Context: an optimization exercise on an open-source flow, tuned for small area. The choices shown serve that exercise and are no tape-out recipe. Only simulation tests tie the RTL to the original design; equivalence was not proved. No activity file was given, so power comes from the tool's default toggle rates.

==> flow/design.v <==
module keysafe(
input clk,
input rst_bar,
input [3:0] col_in,
input sck,
input ss_bar,
output [3:0] row_out,
output dav,
output busy,
output miso);
reg [1:0] row;
reg [2:0] pre;       
reg rst_d;           
assign row_out = {~(row[1] & row[0]), ~(row[1] & ~row[0]), ~(~row[1] & row[0]), ~(~row[1] & ~row[0])};
wire a = &col_in;
wire [1:0] col = {~col_in[3] | ~col_in[2], ~col_in[3] | (col_in[2] & ~col_in[1])};
wire [3:0] code = {row[1] & ~a, row[0] & ~a, col};
localparam [18:0] POL = 19'd174762;
localparam [18:0] S1 = 19'd32768;
reg a_d;
reg [18:0] y;
reg ph;
reg term;
reg qbar;
wire [18:0] x = y ^ POL;
wire a_nedg = ~a & a_d;
wire zlow = ~|(x & 19'd522231);
wire idle = zlow & ~(x[3] | x[11]);
wire at_e = zlow & x[3] & x[11];
wire fb = x[18] ^ x[2] ^ x[9] ^ x[11];
wire clr = ~rst_bar | (at_e & ph & ~a_nedg);
wire load = a_nedg | (at_e & ~ph);
wire [18:0] x_next = clr ? 19'd0 : load ? S1 : {x[17:0], fb};
always @(posedge clk) begin
	a_d <= rst_bar & a;
	term <= rst_bar & at_e & ~ph & ~a;
	qbar <= ~rst_bar | (idle & (a | qbar));
	ph <= ~a_nedg & (ph | at_e);
	y <= x_next ^ POL;
end
wire step_row = qbar & ~(pre[2] | pre[1] | pre[0]) & ~rst_d;
always @(posedge clk) begin
	rst_d <= ~rst_bar;
	pre[0] <= rst_bar & ~pre[0];
	pre[1] <= rst_bar & (pre[1] ^ pre[0]);
	pre[2] <= rst_bar & (pre[2] ^ (pre[1] & pre[0]));
	row[0] <= rst_bar & (row[0] ^ step_row);
	row[1] <= rst_bar & (row[1] ^ (row[0] & step_row));
end
reg [3:0] d0, d1;
reg rp, wp;
reg c_b, c_o;
wire td;
wire wr = term & ~c_b;
assign busy = c_b;
always @(posedge clk) begin
	if (wr & ~wp) d0 <= code;
	if (wr & wp) d1 <= code;
	rp <= rst_bar & (rp ^ td);
	wp <= rst_bar & (wp ^ wr);
	c_b <= rst_bar & ((c_b & (term | ~td)) | (c_o & term & ~td));
	c_o <= rst_bar & ((~c_b & ~c_o & term) | (c_o & ~(term ^ td)) | (c_b & ~term & td));
end
reg [3:0] s;
reg ss1, sk1, sk2;
reg miso_r;
wire sck_ne = sk2 & ~sk1;
wire [3:0] rd = rp ? d1 : d0;
wire xfer = ~s[3];
wire s_idle = s[3] & ~s[1] & s[0];
wire s_dav = s[3] & ~s[0];
wire s_done = s[3] & s[1];
assign dav = s_dav;
assign td = s_done;
assign miso = miso_r;
wire dec = (s_idle & (c_b | c_o)) | (s_dav & ~ss1) | (xfer & sck_ne);
wire [3:0] s_dec = {s[3] ^ ~(s[2] | s[1] | s[0]), s[2] ^ ~(s[1] | s[0]), s[1] ^ ~s[0], ~s[0]};
wire bit_sel = ~s[3] & ~s[2] & (s[1] | s[0]) & rd[{s[1], s[0]} - 2'd1] | (s == 4'd4) & rd[3];
always @(posedge clk) begin
	ss1 <= ss_bar;
	sk1 <= sck;
	sk2 <= sk1;
	if (rst_d) begin
		miso_r <= 1'b0;
		s <= 4'd9;
	end else begin
		if (sck_ne) miso_r <= bit_sel;
		if (xfer & ss1) s <= 4'd9;
		else if (s_done) s <= 4'd0;
		else if (dec) s <= s_dec;
	end
end
endmodule
export LEC_CHECK = 0
export CAP_MARGIN = 20
export CORE_MARGIN = 2
export CORE_UTILIZATION = 40
export SLEW_MARGIN = 20
create_clock -name core_clock -period 20.0 [get_ports {clk}]
standard.sh (not shown) runs the stock make flow with config.mk's settings and CLKGATE_MAP_FILE= SYNTH_SCRIPT=/design/flow/synth_recipe.tcl, a recipe that flattens the netlist after the stock synthesis.
==> flow/flow/run.sh <==
#!/bin/bash
# Standard ORFS layout (the standard.sh, standard synthesis unchanged), with
# the smallest buffer on the ports, a clock tree with fewer, larger clusters and
# every combinational cell at the smallest drive of its family before floorplan.
set -euo pipefail
export BUFFER_PORTS_ARGS="-buffer_cell sky130_fd_sc_hd__buf_1"
export CTS_ARGS="-sink_clustering_enable -repair_clock_nets -buf_list sky130_fd_sc_hd__clkbuf_8 -sink_clustering_size 50 -sink_clustering_max_diameter 200 -dont_use_dummy_load"
export PRE_FLOORPLAN_TCL="$PWD/flow/downsize.tcl"
bash standard.sh > standard_flow.log 2>&1
==> flow/flow/downsize.tcl <==
# Give every combinational cell the smallest drive strength of its family
# (same function, same pins); the 20 ns clock leaves ample slack.
proc my_downsize {} {
  set db [ord::get_db]
  set dont_use {}
  if {[info exists ::env(DONT_USE_CELLS)]} { set dont_use $::env(DONT_USE_CELLS) }
  set fam [dict create]
  foreach lib [$db getLibs] {
    foreach m [$lib getMasters] {
      set n [$m getName]
      if {[lsearch -exact $dont_use $n] >= 0} continue
      if {![regexp {^(sky130_fd_sc_hd__[a-z0-9]+)_([0-9]+)$} $n -> base drv]} continue
      dict lappend fam $base $m
    }
  }
  set cnt 0
  foreach inst [[ord::get_db_block] getInsts] {
    set m [$inst getMaster]
    set n [$m getName]
    if {![regexp {^(sky130_fd_sc_hd__[a-z0-9]+)_([0-9]+)$} $n -> base drv]} continue
    if {[regexp {df|dl|sdf|edf|tap|fill|decap|clkbuf|clkinv|conb|diode} $base]} continue
    if {![dict exists $fam $base]} continue
    set best $m
    foreach c [dict get $fam $base] {
      if {[$c getWidth] < [$best getWidth]} { set best $c }
    }
    if {$best ne $m} {
      $inst swapMaster $best
      incr cnt
    }
  }
  puts "my_downsize: swapped $cnt instances"
}
my_downsize
The baseline completed with no timing, DRC or antenna violations.
Then changed:
==> flow/run.sh (new file) <==
#!/bin/bash
# synth_recipe.tcl (not shown) runs the flow's synth.tcl, then flattens the netlist and writes it again
# the make line also repeats each setting of config.mk as NAME=value (left out here)
make -C /OpenROAD-flow-scripts/flow DESIGN_CONFIG=/design/flow/config.mk WORK_HOME=/design/flow/orfs CLKGATE_MAP_FILE= SYNTH_SCRIPT=/design/flow/synth_recipe.tcl finish
removed: flow/flow/run.sh
removed: flow/flow/downsize.tcl
removed: flow/standard.sh
Total power came out higher by a little under a tenth.
Design area goes up by a little under a tenth.
Sequential power is about the same.
Then changed:
==> flow/flow/run.sh (new file) <==
#!/bin/bash
# Standard ORFS layout (the standard.sh, standard synthesis unchanged), with
# the smallest buffer on the ports and a clock tree with fewer, larger clusters.
set -euo pipefail
export BUFFER_PORTS_ARGS="-buffer_cell sky130_fd_sc_hd__buf_1"
export CTS_ARGS="-sink_clustering_enable -repair_clock_nets -buf_list sky130_fd_sc_hd__clkbuf_8 -sink_clustering_size 50 -sink_clustering_max_diameter 200 -dont_use_dummy_load"
bash standard.sh > standard_flow.log 2>&1
==> flow/standard.sh (new file) <==
#!/bin/bash
# synth_recipe.tcl (not shown) runs the flow's synth.tcl, then flattens the netlist and writes it again
# the make line also repeats each setting of config.mk as NAME=value (left out here)
make -C /OpenROAD-flow-scripts/flow DESIGN_CONFIG=/design/flow/config.mk WORK_HOME=/design/flow/orfs CLKGATE_MAP_FILE= SYNTH_SCRIPT=/design/flow/synth_recipe.tcl "${@:-finish}"
removed: flow/run.sh
Outcome: The changed run finished with timing, DRC and antenna clean. Core utilization shrinks by 2.6 points. Hold slack barely changes. Sequential share of layout area goes up by 2.8 points. Via count is higher by 2.2%. Sequential power hardly moves. First-iteration DRC count went down by 24%. Clock skew is higher by 0.010 ns. Area after synthesis stays the same. Final cell count goes down by 1.3%. Combinational power is lower by about 24%.

==> port drivers added, routing unchanged <==
In the flow no input, the clock included, has a driving cell. The finished layouts below were timed again as built, in two steps.
Step 1, drivers: a clkbuf_16 drives clk and a buf_2 each remaining input, both assumed.
Step 2 also shifts input and output timing later by t, the mid clock arrival at the registers, as if the neighbouring blocks saw the same clock.
Three values: ideal, step 1, step 2; two values: the first two.
| run | shift t [ns] | setup WS [ns] | worst setup path at the end | slew at the worst register clock pin (ns) | cell pins on the clock port's net |
|---|---|---|---|---|---|
| the first run | 0.312 | 14.907 / 14.883 / 14.752 | input to register | 0.08 / 0.08 | 1 |
| the second run | 0.322 | 14.543 / 14.517 / 14.374 | input to register | 0.09 / 0.09 | 1 |
| the third run | 0.316 | 14.901 / 14.871 / 14.747 | input to register | 0.08 / 0.08 | 1 |
After both steps setup and hold are still met in every run listed. The setup slack of the second run, which loses most, moves by -0.026 ns with the drivers and by -0.169 ns with both steps.
